From an optimization exercise on the open Yosys and OpenROAD flow, aimed at small area and a short achievable clock period; shortcuts taken in it are not production practice. For this run, only the layout was checked, not whether the RTL still works. No activity file was given, so power comes from the tool's default toggle rates.

$ cat design/flow/flow/run.sh
#!/bin/bash
# Own layout flow: the standard ORFS flow (standard.sh) with these changes:
#  - synthesis is synth_recipe.tcl with ORFS synth.tcl patched by flow/patch_synth.py:
#    the RTL's full adder module add1_fa becomes the library full adder cell, no other
#    adder extraction, modules kept apart until after ABC (synth_recipe.tcl flattens them
#    at the end), and ABC maps add1_mcpa (the multiplier's final adder) with
#    flow/abc_fast.script and the rest with flow/abc.script;
#  - ports are buffered with sky130_fd_sc_hd__buf_1;
set -euo pipefail
W=$PWD
python3 flow/patch_synth.py "$FLOW_HOME/scripts/synth.tcl" "$W/flow_synth_mod.tcl" > patch.log 2>&1
sed "s#source \$::env(SCRIPTS_DIR)/synth.tcl#source $W/flow_synth_mod.tcl#" synth_recipe.tcl > flow_synth.tcl
grep -q "flow_synth_mod.tcl" flow_synth.tcl
export MY_ABC_SCRIPT=$W/flow/abc.script
export MY_ABC_SCRIPT_FAST=$W/flow/abc_fast.script
export MY_FAST_MODULES=add1_mcpa
bash standard.sh SYNTH_SCRIPT=$W/flow_synth.tcl synth > flow_synth.log 2>&1
bash standard.sh SYNTH_SCRIPT=$W/flow_synth.tcl "BUFFER_PORTS_ARGS=-buffer_cell sky130_fd_sc_hd__buf_1" SKIP_INCREMENTAL_REPAIR=1 finish > flow_layout.log 2>&1
test -f out/final.def
$ cat design/flow/flow/abc.script
strash
dch
map -D 3500
buffer -c
topo
stime -c
upsize -c
dnsize -c
$ cat design/flow/flow/abc_fast.script
strash
dch
map -D 1500
buffer -c
topo
stime -c
upsize -c
dnsize -c
$ cat design/flow/flow/patch_synth.py
import sys
s = open(sys.argv[1]).read()
def rep(old, new):
    global s
    assert s.count(old) == 1, old
    s = s.replace(old, new)
# the design's full adder module (add1_fa) becomes the library's full adder cell
rep("hierarchy -check -top $::env(DESIGN_NAME)\n",
    "hierarchy -check -top $::env(DESIGN_NAME)\n"
    "chtype -map add1_fa sky130_fd_sc_hd__fa_1\n"
    "hierarchy -check -top $::env(DESIGN_NAME)\n")
# keep the design's modules apart until after ABC (synth_recipe.tcl flattens at the end)
rep("  synth -flatten -run :fine {*}$synth_full_args\n", "  synth -run :fine {*}$synth_full_args\n")
# no other adder extraction
rep("  extract_fa {*}[dont_use_extract_fa_args]\n", "")
# final ABC mapping: the fast modules with one script, the rest with another
rep("  log_cmd abc {*}$abc_args\n",
    "  foreach m $::env(MY_FAST_MODULES) {\n"
    "    log_cmd abc {*}[lreplace $abc_args 1 1 $::env(MY_ABC_SCRIPT_FAST)] $m\n"
    "  }\n"
    "  log_cmd abc {*}[lreplace $abc_args 1 1 $::env(MY_ABC_SCRIPT)] $::env(DESIGN_NAME)\n")
open(sys.argv[2], 'w').write(s)
$ cat design/flow/standard.sh
#!/bin/bash
# synth_recipe.tcl (not shown) runs the flow's synth.tcl, then flattens the netlist and writes it again
# the make line also repeats each setting of config.mk as NAME=value (left out here)
make -C /OpenROAD-flow-scripts/flow DESIGN_CONFIG=/design/flow/config.mk WORK_HOME=/design/flow/orfs CLKGATE_MAP_FILE= SYNTH_SCRIPT=/design/flow/synth_recipe.tcl "${@:-finish}"
$ cat design/flow/config.mk
export PLATFORM = sky130hd
export DESIGN_NAME = add1
export DESIGN_NICKNAME = add1
export VERILOG_FILES = /design/flow/design.v
export SDC_FILE = /design/flow/constraint.sdc
export NUM_CORES = 4
export LEC_CHECK = 0
export CAP_MARGIN = 20
export CORE_MARGIN = 2
export CORE_UTILIZATION = 60
export PLACE_DENSITY = 0.75
export SETUP_SLACK_MARGIN = 2.0
export SLEW_MARGIN = 20
$ cat design/flow/constraint.sdc
create_clock -name core_clock -period 8.5 [get_ports {clk}]
set_input_delay 1.7000 -clock core_clock [delete_from_list [all_inputs] [get_ports {clk}]]
set_output_delay 1.7000 -clock core_clock [all_outputs]
set_load 0.01 [all_outputs]
$ cat design/flow/design.v
module add1(
	input clk,
	input operation,
	input [15:0] x,y,
	output [15:0] z,
	input [2:0]counter
	);
wire xs = x[15], ys = y[15];
wire [4:0] xe = x[14:10], ye = y[14:10];
wire [10:0] X = {1'b1, x[9:0]};
wire [10:0] Y = {1'b1, y[9:0]};
reg z_sign;
reg [4:0] z_exp;
reg [9:0] z_m;
assign z = {z_sign, z_exp, z_m};
wire [9:0] xm = x[9:0], ym = y[9:0];
wire ppn0_0 = ~(xm[0] & ym[0]);
wire ppn0_1 = ~(xm[0] & ym[1]);
wire ppn0_2 = ~(xm[0] & ym[2]);
wire ppn0_3 = ~(xm[0] & ym[3]);
wire ppn0_4 = ~(xm[0] & ym[4]);
wire ppn0_5 = ~(xm[0] & ym[5]);
wire ppn0_6 = ~(xm[0] & ym[6]);
wire ppn0_7 = ~(xm[0] & ym[7]);
wire ppn0_8 = ~(xm[0] & ym[8]);
wire ppn0_9 = ~(xm[0] & ym[9]);
wire ppn1_0 = ~(xm[1] & ym[0]);
wire ppn1_1 = ~(xm[1] & ym[1]);
wire ppn1_2 = ~(xm[1] & ym[2]);
wire ppn1_3 = ~(xm[1] & ym[3]);
wire ppn1_4 = ~(xm[1] & ym[4]);
wire ppn1_5 = ~(xm[1] & ym[5]);
wire ppn1_6 = ~(xm[1] & ym[6]);
wire ppn1_7 = ~(xm[1] & ym[7]);
wire ppn1_8 = ~(xm[1] & ym[8]);
wire ppn1_9 = ~(xm[1] & ym[9]);
wire ppn2_0 = ~(xm[2] & ym[0]);
wire ppn2_1 = ~(xm[2] & ym[1]);
wire ppn2_2 = ~(xm[2] & ym[2]);
wire ppn2_3 = ~(xm[2] & ym[3]);
wire ppn2_4 = ~(xm[2] & ym[4]);
wire ppn2_5 = ~(xm[2] & ym[5]);
wire ppn2_6 = ~(xm[2] & ym[6]);
wire ppn2_7 = ~(xm[2] & ym[7]);
wire ppn2_8 = ~(xm[2] & ym[8]);
wire ppn2_9 = ~(xm[2] & ym[9]);
wire ppn3_0 = ~(xm[3] & ym[0]);
wire ppn3_1 = ~(xm[3] & ym[1]);
wire ppn3_2 = ~(xm[3] & ym[2]);
wire ppn3_3 = ~(xm[3] & ym[3]);
wire ppn3_4 = ~(xm[3] & ym[4]);
wire ppn3_5 = ~(xm[3] & ym[5]);
wire ppn3_6 = ~(xm[3] & ym[6]);
wire ppn3_7 = ~(xm[3] & ym[7]);
wire ppn3_8 = ~(xm[3] & ym[8]);
wire ppn3_9 = ~(xm[3] & ym[9]);
wire ppn4_0 = ~(xm[4] & ym[0]);
wire ppn4_1 = ~(xm[4] & ym[1]);
wire ppn4_2 = ~(xm[4] & ym[2]);
wire ppn4_3 = ~(xm[4] & ym[3]);
wire ppn4_4 = ~(xm[4] & ym[4]);
wire ppn4_5 = ~(xm[4] & ym[5]);
wire ppn4_6 = ~(xm[4] & ym[6]);
wire ppn4_7 = ~(xm[4] & ym[7]);
wire ppn4_8 = ~(xm[4] & ym[8]);
wire ppn4_9 = ~(xm[4] & ym[9]);
wire ppn5_0 = ~(xm[5] & ym[0]);
wire ppn5_1 = ~(xm[5] & ym[1]);
wire ppn5_2 = ~(xm[5] & ym[2]);
wire ppn5_3 = ~(xm[5] & ym[3]);
wire ppn5_4 = ~(xm[5] & ym[4]);
wire ppn5_5 = ~(xm[5] & ym[5]);
wire ppn5_6 = ~(xm[5] & ym[6]);
wire ppn5_7 = ~(xm[5] & ym[7]);
wire ppn5_8 = ~(xm[5] & ym[8]);
wire ppn5_9 = ~(xm[5] & ym[9]);
wire ppn6_0 = ~(xm[6] & ym[0]);
wire ppn6_1 = ~(xm[6] & ym[1]);
wire ppn6_2 = ~(xm[6] & ym[2]);
wire ppn6_3 = ~(xm[6] & ym[3]);
wire ppn6_4 = ~(xm[6] & ym[4]);
wire ppn6_5 = ~(xm[6] & ym[5]);
wire ppn6_6 = ~(xm[6] & ym[6]);
wire ppn6_7 = ~(xm[6] & ym[7]);
wire ppn6_8 = ~(xm[6] & ym[8]);
wire ppn6_9 = ~(xm[6] & ym[9]);
wire ppn7_0 = ~(xm[7] & ym[0]);
wire ppn7_1 = ~(xm[7] & ym[1]);
wire ppn7_2 = ~(xm[7] & ym[2]);
wire ppn7_3 = ~(xm[7] & ym[3]);
wire ppn7_4 = ~(xm[7] & ym[4]);
wire ppn7_5 = ~(xm[7] & ym[5]);
wire ppn7_6 = ~(xm[7] & ym[6]);
wire ppn7_7 = ~(xm[7] & ym[7]);
wire ppn7_8 = ~(xm[7] & ym[8]);
wire ppn7_9 = ~(xm[7] & ym[9]);
wire ppn8_0 = ~(xm[8] & ym[0]);
wire ppn8_1 = ~(xm[8] & ym[1]);
wire ppn8_2 = ~(xm[8] & ym[2]);
wire ppn8_3 = ~(xm[8] & ym[3]);
wire ppn8_4 = ~(xm[8] & ym[4]);
wire ppn8_5 = ~(xm[8] & ym[5]);
wire ppn8_6 = ~(xm[8] & ym[6]);
wire ppn8_7 = ~(xm[8] & ym[7]);
wire ppn8_8 = ~(xm[8] & ym[8]);
wire ppn8_9 = ~(xm[8] & ym[9]);
wire ppn9_0 = ~(xm[9] & ym[0]);
wire ppn9_1 = ~(xm[9] & ym[1]);
wire ppn9_2 = ~(xm[9] & ym[2]);
wire ppn9_3 = ~(xm[9] & ym[3]);
wire ppn9_4 = ~(xm[9] & ym[4]);
wire ppn9_5 = ~(xm[9] & ym[5]);
wire ppn9_6 = ~(xm[9] & ym[6]);
wire ppn9_7 = ~(xm[9] & ym[7]);
wire ppn9_8 = ~(xm[9] & ym[8]);
wire ppn9_9 = ~(xm[9] & ym[9]);
wire [9:0] xmn = ~xm, ymn = ~ym;
wire tn1 = ~(ppn0_9 ^ ppn1_8);
wire tn2 = ppn0_9 | ppn1_8;
wire tn3, tn4;
add1_fa u_tn3 (.A(ppn1_9), .B(ppn2_8), .CIN(ppn3_7), .COUT(tn4), .SUM(tn3));
wire tn5 = ~(ppn4_6 ^ ppn5_5);
wire tn6 = ppn4_6 | ppn5_5;
wire tn7, tn8;
add1_fa u_tn7 (.A(ppn2_9), .B(ppn3_8), .CIN(ppn4_7), .COUT(tn8), .SUM(tn7));
wire tn9 = ~(ppn5_6 ^ ppn6_5);
wire tn10 = ppn5_6 | ppn6_5;
wire tn11, tn12;
add1_fa u_tn11 (.A(ppn3_9), .B(ppn4_8), .CIN(ppn5_7), .COUT(tn12), .SUM(tn11));
wire tn13 = ~(ppn0_6 ^ ppn1_5);
wire tn14 = ppn0_6 | ppn1_5;
wire tn15, tn16;
add1_fa u_tn15 (.A(ppn0_7), .B(ppn1_6), .CIN(ppn2_5), .COUT(tn16), .SUM(tn15));
wire tn17 = ~(ppn3_4 ^ ppn4_3);
wire tn18 = ppn3_4 | ppn4_3;
wire tn19, tn20;
add1_fa u_tn19 (.A(ppn0_8), .B(ppn1_7), .CIN(ppn2_6), .COUT(tn20), .SUM(tn19));
wire tn21, tn22;
add1_fa u_tn21 (.A(ppn3_5), .B(ppn4_4), .CIN(ppn5_3), .COUT(tn22), .SUM(tn21));
wire tn23 = ~(ppn6_2 ^ ppn7_1);
wire tn24 = ppn6_2 | ppn7_1;
wire tn25, tn26;
add1_fa u_tn25 (.A(ppn2_7), .B(ppn3_6), .CIN(ppn4_5), .COUT(tn26), .SUM(tn25));
wire tn27, tn28;
add1_fa u_tn27 (.A(ppn5_4), .B(ppn6_3), .CIN(ppn7_2), .COUT(tn28), .SUM(tn27));
wire tn29, tn30;
add1_fa u_tn29 (.A(ppn8_1), .B(ppn9_0), .CIN(tn1), .COUT(tn30), .SUM(tn29));
wire tn31, tn32;
add1_fa u_tn31 (.A(ppn6_4), .B(ppn7_3), .CIN(ppn8_2), .COUT(tn32), .SUM(tn31));
wire tn33, tn34;
add1_fa u_tn33 (.A(ppn9_1), .B(xmn[0]), .CIN(ymn[0]), .COUT(tn34), .SUM(tn33));
wire tn35, tn36;
add1_fa u_tn35 (.A(tn2), .B(tn3), .CIN(tn5), .COUT(tn36), .SUM(tn35));
wire tn37, tn38;
add1_fa u_tn37 (.A(ppn7_4), .B(ppn8_3), .CIN(ppn9_2), .COUT(tn38), .SUM(tn37));
wire tn39, tn40;
add1_fa u_tn39 (.A(xmn[1]), .B(ymn[1]), .CIN(tn4), .COUT(tn40), .SUM(tn39));
wire tn41, tn42;
add1_fa u_tn41 (.A(tn6), .B(tn7), .CIN(tn9), .COUT(tn42), .SUM(tn41));
wire tn43, tn44;
add1_fa u_tn43 (.A(ppn6_6), .B(ppn7_5), .CIN(ppn8_4), .COUT(tn44), .SUM(tn43));
wire tn45, tn46;
add1_fa u_tn45 (.A(ppn9_3), .B(xmn[2]), .CIN(ymn[2]), .COUT(tn46), .SUM(tn45));
wire tn47, tn48;
add1_fa u_tn47 (.A(tn8), .B(tn10), .CIN(tn11), .COUT(tn48), .SUM(tn47));
wire tn49, tn50;
add1_fa u_tn49 (.A(ppn4_9), .B(ppn5_8), .CIN(ppn6_7), .COUT(tn50), .SUM(tn49));
wire tn51, tn52;
add1_fa u_tn51 (.A(ppn7_6), .B(ppn8_5), .CIN(ppn9_4), .COUT(tn52), .SUM(tn51));
wire tn53, tn54;
add1_fa u_tn53 (.A(xmn[3]), .B(ymn[3]), .CIN(tn12), .COUT(tn54), .SUM(tn53));
wire tn55, tn56;
add1_fa u_tn55 (.A(ppn5_9), .B(ppn6_8), .CIN(ppn7_7), .COUT(tn56), .SUM(tn55));
wire tn57, tn58;
add1_fa u_tn57 (.A(ppn8_6), .B(ppn9_5), .CIN(xmn[4]), .COUT(tn58), .SUM(tn57));
wire tn59, tn60;
add1_fa u_tn59 (.A(ppn6_9), .B(ppn7_8), .CIN(ppn8_7), .COUT(tn60), .SUM(tn59));
wire tn61 = ~(ppn0_4 ^ ppn1_3);
wire tn62 = ppn0_4 | ppn1_3;
wire tn63, tn64;
add1_fa u_tn63 (.A(ppn0_5), .B(ppn1_4), .CIN(ppn2_3), .COUT(tn64), .SUM(tn63));
wire tn65 = ~(ppn3_2 ^ ppn4_1);
wire tn66 = ppn3_2 | ppn4_1;
wire tn67, tn68;
add1_fa u_tn67 (.A(ppn2_4), .B(ppn3_3), .CIN(ppn4_2), .COUT(tn68), .SUM(tn67));
wire tn69, tn70;
add1_fa u_tn69 (.A(ppn5_1), .B(ppn6_0), .CIN(tn13), .COUT(tn70), .SUM(tn69));
wire tn71, tn72;
add1_fa u_tn71 (.A(ppn5_2), .B(ppn6_1), .CIN(ppn7_0), .COUT(tn72), .SUM(tn71));
wire tn73, tn74;
add1_fa u_tn73 (.A(tn14), .B(tn15), .CIN(tn17), .COUT(tn74), .SUM(tn73));
wire tn75, tn76;
add1_fa u_tn75 (.A(ppn8_0), .B(tn16), .CIN(tn18), .COUT(tn76), .SUM(tn75));
wire tn77, tn78;
add1_fa u_tn77 (.A(tn19), .B(tn21), .CIN(tn23), .COUT(tn78), .SUM(tn77));
wire tn79, tn80;
add1_fa u_tn79 (.A(tn20), .B(tn22), .CIN(tn24), .COUT(tn80), .SUM(tn79));
wire tn81, tn82;
add1_fa u_tn81 (.A(tn25), .B(tn27), .CIN(tn29), .COUT(tn82), .SUM(tn81));
wire tn83, tn84;
add1_fa u_tn83 (.A(tn26), .B(tn28), .CIN(tn30), .COUT(tn84), .SUM(tn83));
wire tn85, tn86;
add1_fa u_tn85 (.A(tn31), .B(tn33), .CIN(tn35), .COUT(tn86), .SUM(tn85));
wire tn87, tn88;
add1_fa u_tn87 (.A(tn32), .B(tn34), .CIN(tn36), .COUT(tn88), .SUM(tn87));
wire tn89, tn90;
add1_fa u_tn89 (.A(tn37), .B(tn39), .CIN(tn41), .COUT(tn90), .SUM(tn89));
wire tn91, tn92;
add1_fa u_tn91 (.A(tn38), .B(tn40), .CIN(tn42), .COUT(tn92), .SUM(tn91));
wire tn93, tn94;
add1_fa u_tn93 (.A(tn43), .B(tn45), .CIN(tn47), .COUT(tn94), .SUM(tn93));
wire tn95, tn96;
add1_fa u_tn95 (.A(tn44), .B(tn46), .CIN(tn48), .COUT(tn96), .SUM(tn95));
wire tn97, tn98;
add1_fa u_tn97 (.A(tn49), .B(tn51), .CIN(tn53), .COUT(tn98), .SUM(tn97));
wire tn99, tn100;
add1_fa u_tn99 (.A(ymn[4]), .B(tn50), .CIN(tn52), .COUT(tn100), .SUM(tn99));
wire tn101, tn102;
add1_fa u_tn101 (.A(tn54), .B(tn55), .CIN(tn57), .COUT(tn102), .SUM(tn101));
wire tn103, tn104;
add1_fa u_tn103 (.A(ppn9_6), .B(xmn[5]), .CIN(ymn[5]), .COUT(tn104), .SUM(tn103));
wire tn105, tn106;
add1_fa u_tn105 (.A(tn56), .B(tn58), .CIN(tn59), .COUT(tn106), .SUM(tn105));
wire tn107, tn108;
add1_fa u_tn107 (.A(ppn7_9), .B(ppn8_8), .CIN(ppn9_7), .COUT(tn108), .SUM(tn107));
wire tn109, tn110;
add1_fa u_tn109 (.A(xmn[6]), .B(ymn[6]), .CIN(tn60), .COUT(tn110), .SUM(tn109));
wire tn111, tn112;
add1_fa u_tn111 (.A(ppn8_9), .B(ppn9_8), .CIN(xmn[7]), .COUT(tn112), .SUM(tn111));
wire tn113 = ~(ppn0_3 ^ ppn1_2);
wire tn114 = ppn0_3 | ppn1_2;
wire tn115, tn116;
add1_fa u_tn115 (.A(ppn2_2), .B(ppn3_1), .CIN(ppn4_0), .COUT(tn116), .SUM(tn115));
wire tn117, tn118;
add1_fa u_tn117 (.A(ppn5_0), .B(tn62), .CIN(tn63), .COUT(tn118), .SUM(tn117));
wire tn119, tn120;
add1_fa u_tn119 (.A(tn64), .B(tn66), .CIN(tn67), .COUT(tn120), .SUM(tn119));
wire tn121, tn122;
add1_fa u_tn121 (.A(tn68), .B(tn70), .CIN(tn71), .COUT(tn122), .SUM(tn121));
wire tn123, tn124;
add1_fa u_tn123 (.A(tn72), .B(tn74), .CIN(tn75), .COUT(tn124), .SUM(tn123));
wire tn125, tn126;
add1_fa u_tn125 (.A(tn76), .B(tn78), .CIN(tn79), .COUT(tn126), .SUM(tn125));
wire tn127, tn128;
add1_fa u_tn127 (.A(tn80), .B(tn82), .CIN(tn83), .COUT(tn128), .SUM(tn127));
wire tn129, tn130;
add1_fa u_tn129 (.A(tn84), .B(tn86), .CIN(tn87), .COUT(tn130), .SUM(tn129));
wire tn131, tn132;
add1_fa u_tn131 (.A(tn88), .B(tn90), .CIN(tn91), .COUT(tn132), .SUM(tn131));
wire tn133, tn134;
add1_fa u_tn133 (.A(tn92), .B(tn94), .CIN(tn95), .COUT(tn134), .SUM(tn133));
wire tn135, tn136;
add1_fa u_tn135 (.A(tn96), .B(tn98), .CIN(tn99), .COUT(tn136), .SUM(tn135));
wire tn137, tn138;
add1_fa u_tn137 (.A(tn100), .B(tn102), .CIN(tn103), .COUT(tn138), .SUM(tn137));
wire tn139, tn140;
add1_fa u_tn139 (.A(tn104), .B(tn106), .CIN(tn107), .COUT(tn140), .SUM(tn139));
wire tn141, tn142;
add1_fa u_tn141 (.A(ymn[7]), .B(tn108), .CIN(tn110), .COUT(tn142), .SUM(tn141));
wire tn143, tn144;
add1_fa u_tn143 (.A(ppn9_9), .B(xmn[8]), .CIN(ymn[8]), .COUT(tn144), .SUM(tn143));
wire tn145 = ~(ppn0_2 ^ ppn1_1);
wire tn146 = ppn0_2 | ppn1_1;
wire tn147, tn148;
add1_fa u_tn147 (.A(ppn2_1), .B(ppn3_0), .CIN(tn113), .COUT(tn148), .SUM(tn147));
wire tn149, tn150;
add1_fa u_tn149 (.A(tn61), .B(tn114), .CIN(tn115), .COUT(tn150), .SUM(tn149));
wire tn151, tn152;
add1_fa u_tn151 (.A(tn65), .B(tn116), .CIN(tn117), .COUT(tn152), .SUM(tn151));
wire tn153, tn154;
add1_fa u_tn153 (.A(tn69), .B(tn118), .CIN(tn119), .COUT(tn154), .SUM(tn153));
wire tn155, tn156;
add1_fa u_tn155 (.A(tn73), .B(tn120), .CIN(tn121), .COUT(tn156), .SUM(tn155));
wire tn157, tn158;
add1_fa u_tn157 (.A(tn77), .B(tn122), .CIN(tn123), .COUT(tn158), .SUM(tn157));
wire tn159, tn160;
add1_fa u_tn159 (.A(tn81), .B(tn124), .CIN(tn125), .COUT(tn160), .SUM(tn159));
wire tn161, tn162;
add1_fa u_tn161 (.A(tn85), .B(tn126), .CIN(tn127), .COUT(tn162), .SUM(tn161));
wire tn163, tn164;
add1_fa u_tn163 (.A(tn89), .B(tn128), .CIN(tn129), .COUT(tn164), .SUM(tn163));
wire tn165, tn166;
add1_fa u_tn165 (.A(tn93), .B(tn130), .CIN(tn131), .COUT(tn166), .SUM(tn165));
wire tn167, tn168;
add1_fa u_tn167 (.A(tn97), .B(tn132), .CIN(tn133), .COUT(tn168), .SUM(tn167));
wire tn169, tn170;
add1_fa u_tn169 (.A(tn101), .B(tn134), .CIN(tn135), .COUT(tn170), .SUM(tn169));
wire tn171, tn172;
add1_fa u_tn171 (.A(tn105), .B(tn136), .CIN(tn137), .COUT(tn172), .SUM(tn171));
wire tn173, tn174;
add1_fa u_tn173 (.A(tn109), .B(tn138), .CIN(tn139), .COUT(tn174), .SUM(tn173));
wire tn175, tn176;
add1_fa u_tn175 (.A(tn111), .B(tn140), .CIN(tn141), .COUT(tn176), .SUM(tn175));
wire tn177, tn178;
add1_fa u_tn177 (.A(tn112), .B(tn142), .CIN(tn143), .COUT(tn178), .SUM(tn177));
wire tn179, tn180;
add1_fa u_tn179 (.A(xmn[9]), .B(ymn[9]), .CIN(tn144), .COUT(tn180), .SUM(tn179));
wire [21:0] mr0n = {1'b1, tn180, tn178, tn176, tn174, tn172, tn170, tn168, tn166, tn164, tn162, tn160, tn158, tn156, tn154, tn152, tn150, tn148, tn146, ppn2_0, ppn0_1, ppn0_0};
wire [21:0] mr1n = {1'b1, 1'b0, tn179, tn177, tn175, tn173, tn171, tn169, tn167, tn165, tn163, tn161, tn159, tn157, tn155, tn153, tn151, tn149, tn147, tn145, ppn1_0, 1'b1};
wire [4:0] m_e0 = xe + ye + 5'd17;
wire [4:0] m_e1 = xe + ye + 5'd18;
wire [9:0] zm_d;
wire [4:0] ze_d;
wire m_zero = (x == 16'h0000) | (y == 16'h0000);
wire [5:0] dxy = {1'b0, xe} - {1'b0, ye};
wire lt = dxy[5];                           
wire gt = ~dxy[5] & (dxy[4:0] != 5'd0);     
wire [4:0] dyxm1 = ~dxy[4:0];
wire [10:0] B = lt ? Y : X;
wire [10:0] Xsh = {1'b0, X[10:1]} >> dyxm1;
wire [10:0] Ysh = Y >> dxy[4:0];
wire [10:0] S = lt ? Xsh : Ysh;
wire [4:0] ea = lt ? ye : xe;
wire sa = gt ? xs : (lt ? ys : 1'b0);
wire negB = lt ? ys : xs;
wire diff = xs ^ ys;
wire invS = diff & negB;        
wire invB = diff & ~negB;       
wire cin = diff;
wire [11:0] Sx = {1'b0, S} ^ {12{invS}};
wire [11:0] Ba = {1'b0, B} ^ {12{invB}};
wire ac_g0 = Ba[0] & Sx[0];
wire ac_p0 = Ba[0] ^ Sx[0];
wire ac_g1 = Ba[1] & Sx[1];
wire ac_p1 = Ba[1] ^ Sx[1];
wire ac_g2 = Ba[2] & Sx[2];
wire ac_p2 = Ba[2] ^ Sx[2];
wire ac_g3 = Ba[3] & Sx[3];
wire ac_p3 = Ba[3] ^ Sx[3];
wire ac_g4 = Ba[4] & Sx[4];
wire ac_p4 = Ba[4] ^ Sx[4];
wire ac_g5 = Ba[5] & Sx[5];
wire ac_p5 = Ba[5] ^ Sx[5];
wire ac_g6 = Ba[6] & Sx[6];
wire ac_p6 = Ba[6] ^ Sx[6];
wire ac_g7 = Ba[7] & Sx[7];
wire ac_p7 = Ba[7] ^ Sx[7];
wire ac_g8 = Ba[8] & Sx[8];
wire ac_p8 = Ba[8] ^ Sx[8];
wire ac_g9 = Ba[9] & Sx[9];
wire ac_p9 = Ba[9] ^ Sx[9];
wire ac_g10 = Ba[10] & Sx[10];
wire ac_p10 = Ba[10] ^ Sx[10];
wire ac_g11 = Ba[11] & Sx[11];
wire ac_p11 = Ba[11] ^ Sx[11];
wire ac_G0c = ac_g0 | (ac_p0 & cin);
wire ac_G0_1 = ac_g1 | (ac_p1 & ac_G0c);
wire ac_P0_1 = ac_p1 & ac_p0;
wire ac_G0_3 = ac_g3 | (ac_p3 & ac_g2);
wire ac_P0_3 = ac_p3 & ac_p2;
wire ac_G0_5 = ac_g5 | (ac_p5 & ac_g4);
wire ac_P0_5 = ac_p5 & ac_p4;
wire ac_G0_7 = ac_g7 | (ac_p7 & ac_g6);
wire ac_P0_7 = ac_p7 & ac_p6;
wire ac_G0_9 = ac_g9 | (ac_p9 & ac_g8);
wire ac_P0_9 = ac_p9 & ac_p8;
wire ac_G0_11 = ac_g11 | (ac_p11 & ac_g10);
wire ac_P0_11 = ac_p11 & ac_p10;
wire ac_G1_2 = ac_g2 | (ac_p2 & ac_G0_1);
wire ac_P1_2 = ac_p2 & ac_P0_1;
wire ac_G1_3 = ac_G0_3 | (ac_P0_3 & ac_G0_1);
wire ac_P1_3 = ac_P0_3 & ac_P0_1;
wire ac_G1_6 = ac_g6 | (ac_p6 & ac_G0_5);
wire ac_P1_6 = ac_p6 & ac_P0_5;
wire ac_G1_7 = ac_G0_7 | (ac_P0_7 & ac_G0_5);
wire ac_P1_7 = ac_P0_7 & ac_P0_5;
wire ac_G1_10 = ac_g10 | (ac_p10 & ac_G0_9);
wire ac_P1_10 = ac_p10 & ac_P0_9;
wire ac_G1_11 = ac_G0_11 | (ac_P0_11 & ac_G0_9);
wire ac_P1_11 = ac_P0_11 & ac_P0_9;
wire ac_G2_4 = ac_g4 | (ac_p4 & ac_G1_3);
wire ac_P2_4 = ac_p4 & ac_P1_3;
wire ac_G2_5 = ac_G0_5 | (ac_P0_5 & ac_G1_3);
wire ac_P2_5 = ac_P0_5 & ac_P1_3;
wire ac_G2_6 = ac_G1_6 | (ac_P1_6 & ac_G1_3);
wire ac_P2_6 = ac_P1_6 & ac_P1_3;
wire ac_G2_7 = ac_G1_7 | (ac_P1_7 & ac_G1_3);
wire ac_P2_7 = ac_P1_7 & ac_P1_3;
wire ac_G3_8 = ac_g8 | (ac_p8 & ac_G2_7);
wire ac_P3_8 = ac_p8 & ac_P2_7;
wire ac_G3_9 = ac_G0_9 | (ac_P0_9 & ac_G2_7);
wire ac_P3_9 = ac_P0_9 & ac_P2_7;
wire ac_G3_10 = ac_G1_10 | (ac_P1_10 & ac_G2_7);
wire ac_P3_10 = ac_P1_10 & ac_P2_7;
wire ac_G3_11 = ac_G1_11 | (ac_P1_11 & ac_G2_7);
wire ac_P3_11 = ac_P1_11 & ac_P2_7;
wire [11:0] sum = {(ac_p11 ^ ac_G3_10), (ac_p10 ^ ac_G3_9), (ac_p9 ^ ac_G3_8), (ac_p8 ^ ac_G2_7), (ac_p7 ^ ac_G2_6), (ac_p6 ^ ac_G2_5), (ac_p5 ^ ac_G2_4), (ac_p4 ^ ac_G1_3), (ac_p3 ^ ac_G1_2), (ac_p2 ^ ac_G0_1), (ac_p1 ^ ac_G0c), (ac_p0 ^ cin)};
wire Szero = lt ? (dyxm1 > 5'd9) : (dxy[4:0] > 5'd10);
wire [11:0] H = {sum[11] & ~(invB & Szero), sum[10:0]};
wire a_keep;
wire a_zero = (x == 16'h0000) & (y == 16'h0000);
add1_mcpa u_mcpa (.mr0n(mr0n), .mr1n(mr1n), .e0(m_e0), .e1(m_e1),
                  .op(operation), .m_zero(m_zero), .a_zero(a_zero), .H(H), .sa(sa), .ea(ea),
                  .zm_d(zm_d), .ze_d(ze_d), .a_keep(a_keep));
always @(posedge clk) begin
	if (counter == 3'd0) begin
		if (operation) z_sign <= m_zero ? 1'b0 : xs ^ ys;
		else z_sign <= a_zero ? 1'b0 : sa;
		z_exp <= ze_d;
		if (operation | a_zero | ~a_keep) z_m <= zm_d;
	end
end
endmodule
module add1_mcpa(input [21:0] mr0n, input [21:0] mr1n, input [4:0] e0, input [4:0] e1,
                 input op, input m_zero, input a_zero, input [11:0] H, input sa, input [4:0] ea,
                 output [9:0] zm_d, output [4:0] ze_d, output reg a_keep);
wire [21:0] mr0 = {1'b0, ~mr0n[20], ~mr0n[19], ~mr0n[18], ~mr0n[17], ~mr0n[16], ~mr0n[15], ~mr0n[14], ~mr0n[13], ~mr0n[12], ~mr0n[11], ~mr0n[10], ~mr0n[9], ~mr0n[8], ~mr0n[7], ~mr0n[6], ~mr0n[5], ~mr0n[4], ~mr0n[3], ~mr0n[2], ~mr0n[1], ~mr0n[0]};
wire [21:0] mr1 = {1'b0, 1'b1, ~mr1n[19], ~mr1n[18], ~mr1n[17], ~mr1n[16], ~mr1n[15], ~mr1n[14], ~mr1n[13], ~mr1n[12], ~mr1n[11], ~mr1n[10], ~mr1n[9], ~mr1n[8], ~mr1n[7], ~mr1n[6], ~mr1n[5], ~mr1n[4], ~mr1n[3], ~mr1n[2], ~mr1n[1], 1'b0};
wire mc_g0 = mr0[0] & mr1[0];
wire mc_p0 = mr0[0] ^ mr1[0];
wire mc_g1 = mr0[1] & mr1[1];
wire mc_p1 = mr0[1] ^ mr1[1];
wire mc_g2 = mr0[2] & mr1[2];
wire mc_p2 = mr0[2] ^ mr1[2];
wire mc_g3 = mr0[3] & mr1[3];
wire mc_p3 = mr0[3] ^ mr1[3];
wire mc_g4 = mr0[4] & mr1[4];
wire mc_p4 = mr0[4] ^ mr1[4];
wire mc_g5 = mr0[5] & mr1[5];
wire mc_p5 = mr0[5] ^ mr1[5];
wire mc_g6 = mr0[6] & mr1[6];
wire mc_p6 = mr0[6] ^ mr1[6];
wire mc_g7 = mr0[7] & mr1[7];
wire mc_p7 = mr0[7] ^ mr1[7];
wire mc_g8 = mr0[8] & mr1[8];
wire mc_p8 = mr0[8] ^ mr1[8];
wire mc_g9 = mr0[9] & mr1[9];
wire mc_p9 = mr0[9] ^ mr1[9];
wire mc_g10 = mr0[10] & mr1[10];
wire mc_p10 = mr0[10] ^ mr1[10];
wire mc_g11 = mr0[11] & mr1[11];
wire mc_p11 = mr0[11] ^ mr1[11];
wire mc_g12 = mr0[12] & mr1[12];
wire mc_p12 = mr0[12] ^ mr1[12];
wire mc_g13 = mr0[13] & mr1[13];
wire mc_p13 = mr0[13] ^ mr1[13];
wire mc_g14 = mr0[14] & mr1[14];
wire mc_p14 = mr0[14] ^ mr1[14];
wire mc_g15 = mr0[15] & mr1[15];
wire mc_p15 = mr0[15] ^ mr1[15];
wire mc_g16 = mr0[16] & mr1[16];
wire mc_p16 = mr0[16] ^ mr1[16];
wire mc_g17 = mr0[17] & mr1[17];
wire mc_p17 = mr0[17] ^ mr1[17];
wire mc_g18 = mr0[18] & mr1[18];
wire mc_p18 = mr0[18] ^ mr1[18];
wire mc_g19 = mr0[19] & mr1[19];
wire mc_p19 = mr0[19] ^ mr1[19];
wire mc_g20 = mr0[20] & mr1[20];
wire mc_p20 = mr0[20] ^ mr1[20];
wire mc_g21 = mr0[21] & mr1[21];
wire mc_p21 = mr0[21] ^ mr1[21];
wire mc_G0_1 = mc_g1 | (mc_p1 & mc_g0);
wire mc_P0_1 = mc_p1 & mc_p0;
wire mc_G0_3 = mc_g3 | (mc_p3 & mc_g2);
wire mc_P0_3 = mc_p3 & mc_p2;
wire mc_G0_5 = mc_g5 | (mc_p5 & mc_g4);
wire mc_P0_5 = mc_p5 & mc_p4;
wire mc_G0_7 = mc_g7 | (mc_p7 & mc_g6);
wire mc_P0_7 = mc_p7 & mc_p6;
wire mc_G0_9 = mc_g9 | (mc_p9 & mc_g8);
wire mc_P0_9 = mc_p9 & mc_p8;
wire mc_G0_11 = mc_g11 | (mc_p11 & mc_g10);
wire mc_P0_11 = mc_p11 & mc_p10;
wire mc_G0_13 = mc_g13 | (mc_p13 & mc_g12);
wire mc_P0_13 = mc_p13 & mc_p12;
wire mc_G0_15 = mc_g15 | (mc_p15 & mc_g14);
wire mc_P0_15 = mc_p15 & mc_p14;
wire mc_G0_17 = mc_g17 | (mc_p17 & mc_g16);
wire mc_P0_17 = mc_p17 & mc_p16;
wire mc_G0_19 = mc_g19 | (mc_p19 & mc_g18);
wire mc_P0_19 = mc_p19 & mc_p18;
wire mc_G0_21 = mc_g21 | (mc_p21 & mc_g20);
wire mc_P0_21 = mc_p21 & mc_p20;
wire mc_G1_2 = mc_g2 | (mc_p2 & mc_G0_1);
wire mc_P1_2 = mc_p2 & mc_P0_1;
wire mc_G1_3 = mc_G0_3 | (mc_P0_3 & mc_G0_1);
wire mc_P1_3 = mc_P0_3 & mc_P0_1;
wire mc_G1_6 = mc_g6 | (mc_p6 & mc_G0_5);
wire mc_P1_6 = mc_p6 & mc_P0_5;
wire mc_G1_7 = mc_G0_7 | (mc_P0_7 & mc_G0_5);
wire mc_P1_7 = mc_P0_7 & mc_P0_5;
wire mc_G1_10 = mc_g10 | (mc_p10 & mc_G0_9);
wire mc_P1_10 = mc_p10 & mc_P0_9;
wire mc_G1_11 = mc_G0_11 | (mc_P0_11 & mc_G0_9);
wire mc_P1_11 = mc_P0_11 & mc_P0_9;
wire mc_G1_14 = mc_g14 | (mc_p14 & mc_G0_13);
wire mc_P1_14 = mc_p14 & mc_P0_13;
wire mc_G1_15 = mc_G0_15 | (mc_P0_15 & mc_G0_13);
wire mc_P1_15 = mc_P0_15 & mc_P0_13;
wire mc_G1_18 = mc_g18 | (mc_p18 & mc_G0_17);
wire mc_P1_18 = mc_p18 & mc_P0_17;
wire mc_G1_19 = mc_G0_19 | (mc_P0_19 & mc_G0_17);
wire mc_P1_19 = mc_P0_19 & mc_P0_17;
wire mc_G2_4 = mc_g4 | (mc_p4 & mc_G1_3);
wire mc_P2_4 = mc_p4 & mc_P1_3;
wire mc_G2_5 = mc_G0_5 | (mc_P0_5 & mc_G1_3);
wire mc_P2_5 = mc_P0_5 & mc_P1_3;
wire mc_G2_6 = mc_G1_6 | (mc_P1_6 & mc_G1_3);
wire mc_P2_6 = mc_P1_6 & mc_P1_3;
wire mc_G2_7 = mc_G1_7 | (mc_P1_7 & mc_G1_3);
wire mc_P2_7 = mc_P1_7 & mc_P1_3;
wire mc_G2_12 = mc_g12 | (mc_p12 & mc_G1_11);
wire mc_P2_12 = mc_p12 & mc_P1_11;
wire mc_G2_13 = mc_G0_13 | (mc_P0_13 & mc_G1_11);
wire mc_P2_13 = mc_P0_13 & mc_P1_11;
wire mc_G2_14 = mc_G1_14 | (mc_P1_14 & mc_G1_11);
wire mc_P2_14 = mc_P1_14 & mc_P1_11;
wire mc_G2_15 = mc_G1_15 | (mc_P1_15 & mc_G1_11);
wire mc_P2_15 = mc_P1_15 & mc_P1_11;
wire mc_G2_20 = mc_g20 | (mc_p20 & mc_G1_19);
wire mc_P2_20 = mc_p20 & mc_P1_19;
wire mc_G2_21 = mc_G0_21 | (mc_P0_21 & mc_G1_19);
wire mc_P2_21 = mc_P0_21 & mc_P1_19;
wire mc_G3_8 = mc_g8 | (mc_p8 & mc_G2_7);
wire mc_P3_8 = mc_p8 & mc_P2_7;
wire mc_G3_9 = mc_G0_9 | (mc_P0_9 & mc_G2_7);
wire mc_P3_9 = mc_P0_9 & mc_P2_7;
wire mc_G3_10 = mc_G1_10 | (mc_P1_10 & mc_G2_7);
wire mc_P3_10 = mc_P1_10 & mc_P2_7;
wire mc_G3_11 = mc_G1_11 | (mc_P1_11 & mc_G2_7);
wire mc_P3_11 = mc_P1_11 & mc_P2_7;
wire mc_G3_12 = mc_G2_12 | (mc_P2_12 & mc_G2_7);
wire mc_P3_12 = mc_P2_12 & mc_P2_7;
wire mc_G3_13 = mc_G2_13 | (mc_P2_13 & mc_G2_7);
wire mc_P3_13 = mc_P2_13 & mc_P2_7;
wire mc_G3_14 = mc_G2_14 | (mc_P2_14 & mc_G2_7);
wire mc_P3_14 = mc_P2_14 & mc_P2_7;
wire mc_G3_15 = mc_G2_15 | (mc_P2_15 & mc_G2_7);
wire mc_P3_15 = mc_P2_15 & mc_P2_7;
wire mc_G4_16 = mc_g16 | (mc_p16 & mc_G3_15);
wire mc_P4_16 = mc_p16 & mc_P3_15;
wire mc_G4_17 = mc_G0_17 | (mc_P0_17 & mc_G3_15);
wire mc_P4_17 = mc_P0_17 & mc_P3_15;
wire mc_G4_18 = mc_G1_18 | (mc_P1_18 & mc_G3_15);
wire mc_P4_18 = mc_P1_18 & mc_P3_15;
wire mc_G4_19 = mc_G1_19 | (mc_P1_19 & mc_G3_15);
wire mc_P4_19 = mc_P1_19 & mc_P3_15;
wire mc_G4_20 = mc_G2_20 | (mc_P2_20 & mc_G3_15);
wire mc_P4_20 = mc_P2_20 & mc_P3_15;
wire mc_G4_21 = mc_G2_21 | (mc_P2_21 & mc_G3_15);
wire mc_P4_21 = mc_P2_21 & mc_P3_15;
wire [21:0] P = {(mc_p21 ^ mc_G4_20), (mc_p20 ^ mc_G4_19), (mc_p19 ^ mc_G4_18), (mc_p18 ^ mc_G4_17), (mc_p17 ^ mc_G4_16), (mc_p16 ^ mc_G3_15), (mc_p15 ^ mc_G3_14), (mc_p14 ^ mc_G3_13), (mc_p13 ^ mc_G3_12), (mc_p12 ^ mc_G3_11), (mc_p11 ^ mc_G3_10), (mc_p10 ^ mc_G3_9), (mc_p9 ^ mc_G3_8), (mc_p8 ^ mc_G2_7), (mc_p7 ^ mc_G2_6), (mc_p6 ^ mc_G2_5), (mc_p5 ^ mc_G2_4), (mc_p4 ^ mc_G1_3), (mc_p3 ^ mc_G1_2), (mc_p2 ^ mc_G0_1), (mc_p1 ^ mc_g0), (mc_p0 ^ 1'b0)};
wire mh = P[21];
wire [9:0] m_man = mh ? P[20:11] : P[19:10];
wire [4:0] m_exp = mh ? e1 : e0;
reg [9:0] a_man;
reg [4:0] a_exp;
always @* begin
	a_keep = 1'b0;
	a_man = H[9:0];
	a_exp = ea;
	if (H[11]) begin
		a_man = H[10:1] + {9'd0, H[0]};
		a_exp = ea + 5'd1;
	end else if (H[10]) begin
		a_man = H[9:0];
	end else if (H[9]) begin
		a_man = {H[8:0], 1'b0};
		a_exp = ea - 5'd1;
	end else if (H[8]) begin
		a_man = H[9:0];
		a_exp = ea - 5'd2;
	end else begin
		a_keep = 1'b1;
	end
	if (H == 12'd0 && !sa) begin
		a_exp = 5'd0;
		a_man = 10'd0;
		a_keep = 1'b0;
	end
end
assign zm_d = op ? (m_zero ? 10'd0 : m_man) : (a_zero ? 10'd0 : a_man);
assign ze_d = op ? (m_zero ? 5'd0 : m_exp) : (a_zero ? 5'd0 : a_exp);
endmodule
module add1_fa(input A, input B, input CIN, output COUT, output SUM);
assign SUM = A ^ B ^ CIN;
assign COUT = (A & B) | (A & CIN) | (B & CIN);
endmodule
==> flow_metrics.py <==
metrics = {
    "outcome": {
        "status": "complete, no violations",
    },
    "critical_path": {
        "critPathArrivalTime_ns": 6.62,
        "critPathRequiredTime_ns": 8.49,
        "end_kind": "flip-flop",
        "startpoint": "x[12]",
        "worstPathMaxFanout": 15,
        "cp-start-kind": "primary input",
        "path_class": "in2reg",
    },
    "clocking": {
        "hold_buffers": 0,
        "htree_levels": 1,
        "ctsResizeCount": 12,
        "cts_root_buf": "clkbuf_8",
        "clkTransAtPathRegs_ns": 0.06,
        "clock-sinks": 16,
        "cts_tree": "built",
        "cts_buffers": 3,
        "post-cts-setup-buffers": 1,
        "clock_path_buffers": 2,
    },
    "grt": {
        "grt_max_degree": 38,
        "grt_pass1_wl_mm": 32.1,
        "grt_pass1_vias": 6506,
        "grt_util_met3_pct": 8.04,
        "grt.total_usage_pct": 36.5,
        "grt_use_met1_pct": 46.7,
        "grt_antenna_before_repair": 1,
        "overflow": 0,
        "grtUsageMet2_pct": 58.7,
        "top_usage_layer": "met2",
    },
    "timing": {
        "whs_ns": 1.90,
        "hold_violations": 0,
        "slew_headroom_pct": 40.3,
        "setup-violations-final": 0,
        "worst_pin_slew_ns": 0.895,
        "finalCritPeriodShare_pct": 78.1,
        "slew_violations": 0,
        "max_freq_mhz": 151,
        "finalWorstSetupSlack_ns": 1.86,
        "period_minus_slack_ns": 6.64,
        "fin_setup_tns_ns": 0,
    },
    "floorplanning": {
        "die_width_um": 106,
        "fp.dieArea_um2": 11200,
        "core_area_um2": 10200,
        "start_util_pct": 60.8,
        "die_h_um": 106,
        "num_rows": 37,
        "ios": 53,
    },
    "detailed_routing": {
        "drtAntennaViolNets": 0,
        "drt_iter0_drc": 650,
        "vias_per_cell": 6.20,
        "firstDrtPassIters": 5,
        "drc": 0,
        "wl_mm": 20.1,
        "vias": 6518,
        "drt-wirelength-per-cell_um": 19.1,
    },
    "logic_synthesis": {
        "ys_warn_count": 2,
        "synthCells": 886,
        "syn-num-nets": 1003,
        "synth_area_um2": 6190,
        "synth.avg_cell_area_um2": 6.99,
    },
    "pwr": {
        "leakage_nw": 2.65,
        "vdd.ir_drop.worst_mv": 0.145,
        "power_density_nw_per_um2": 278,
    },
    "place": {
        "dp_slack_ns": 1.50,
        "place_congestion": 0.994,
        "portBuffers": 52,
        "dp_hpwl_mm": 16.0,
    },
    "job": {
        "max-cap-violations": 0,
    },
    "layout": {
        "fillers": 957,
        "multi_input_area_um2": 5200,
        "seqCellArea_um2": 480,
        "final_cell_mix": "nand2_1, nor2_1, inv_1, fa_1, o21ai_0",
        "area_growth_pct": 5.64,
        "drive_above_1_share_pct": 9.84,
        "nNetsFinal": 1033,
        "layout_commonest_cell": "nand2_1",
    },
    "min_path": {
        "hold_path_class": "in2reg",
        "min_from": "counter[2]",
    },
}
==> flip-flops by register name, summed over array words and instances (netlist names) <==
name and flops:
z_exp 5, z_m 10, z_sign 1
==> worst paths after layout <==
kind,end,slack (ns),cells after the start
max,z_m[8],1.86,26
min,z_exp[0],1.90,3
==> per-layer routing <==
layer | wire length (µm) | vias up | share of wire, %
li1 | - | 2982 | -
met1 | 7840 | 3075 | 39
met2 | 9210 | 372 | 46
met3 | 1970 | 87 | 9.8
met4 | 1050 | 2 | 5.2
met5 | 42 | - | 0.21
==> worst max-delay path: stages <==
cell,delay (ns)
buf_1,0.22
inv_1,0.12
nor2_1,0.23
inv_1,0.09
nand2_1,0.10
nand2_1,0.07
nand2_1,0.36
inv_2,0.19
o311ai_0,0.41
a32oi_1,0.22
xnor2_2,0.18
maj3_2,0.33
nand3_2,0.07
nand2_2,0.07
maj3_1,0.39
xor2_2,0.32
nand2_1,0.18
nor2_1,0.20
nand2_1,0.13
nor2_1,0.23
nand2_1,0.11
nor2_1,0.16
nand2_1,0.10
inv_1,0.08
o21ai_0,0.07
a32o_1,0.30
==> layout make-up <==
| cell class | instances | area share, % |
|---|---|---|
| Antenna cell | 1 | 0.0382 |
| Multi-Input combinational cell | 737 | 79.5 |
| Clock buffer | 3 | 0.631 |
| Sequential cell | 16 | 7.34 |
| Tap cell | 136 | 2.60 |
| Timing Repair Buffer | 63 | 4.42 |
| Clock inverter | 1 | 0.0574 |
| Inverter | 95 | 5.45 |
==> stage by stage <==
step                      utilization, %  std cells  total power [mW]  cell area (µm²)
final                               64.3       1052              1.82             6540
after global routing                64.2       1051              1.97             6540
after global placement              63.4       1046              1.66             6460
after detailed placement            63.4       1046              1.70             6460
after floorplan                        -        886              1.34             6190
after CTS                           64.2       1051              1.76             6540
==> where the power goes <==
group / switching (mW) / leakage [nW] / internal, mW
logic: 1.06 / 2.48 / 0.579
registers: 0.00382 / 0.145 / 0.124
clock network: 0.0241 / 0.0231 / 0.0320

## what the ideal ports hide
How much do the figures lean on ideal ports? The routed layout below was timed once more, with nothing changed but the port constraints.
Step 1 assumes that a clkbuf_16 drives the clock port and a buf_2 every other input.
Step 2 times the ports against the registers' clock, not the clock port: input delays grow and output delays shrink by t, the midpoint of the rising clock arrivals with the driver on.
Three values: no drivers, after step 1, after step 2; two values: the first two.
t, ns: 0.268
slack for setup (ns): 1.864 / 1.858 / 1.590
hold WS [ns]: 1.898 / 1.898 / 2.153
latest minus earliest clock arrival (ns): 0.003 / 0.002
After both steps this run still meets setup and hold. For this run, drivers alone change the setup slack by -0.006 ns; drivers and shift together by -0.274 ns.
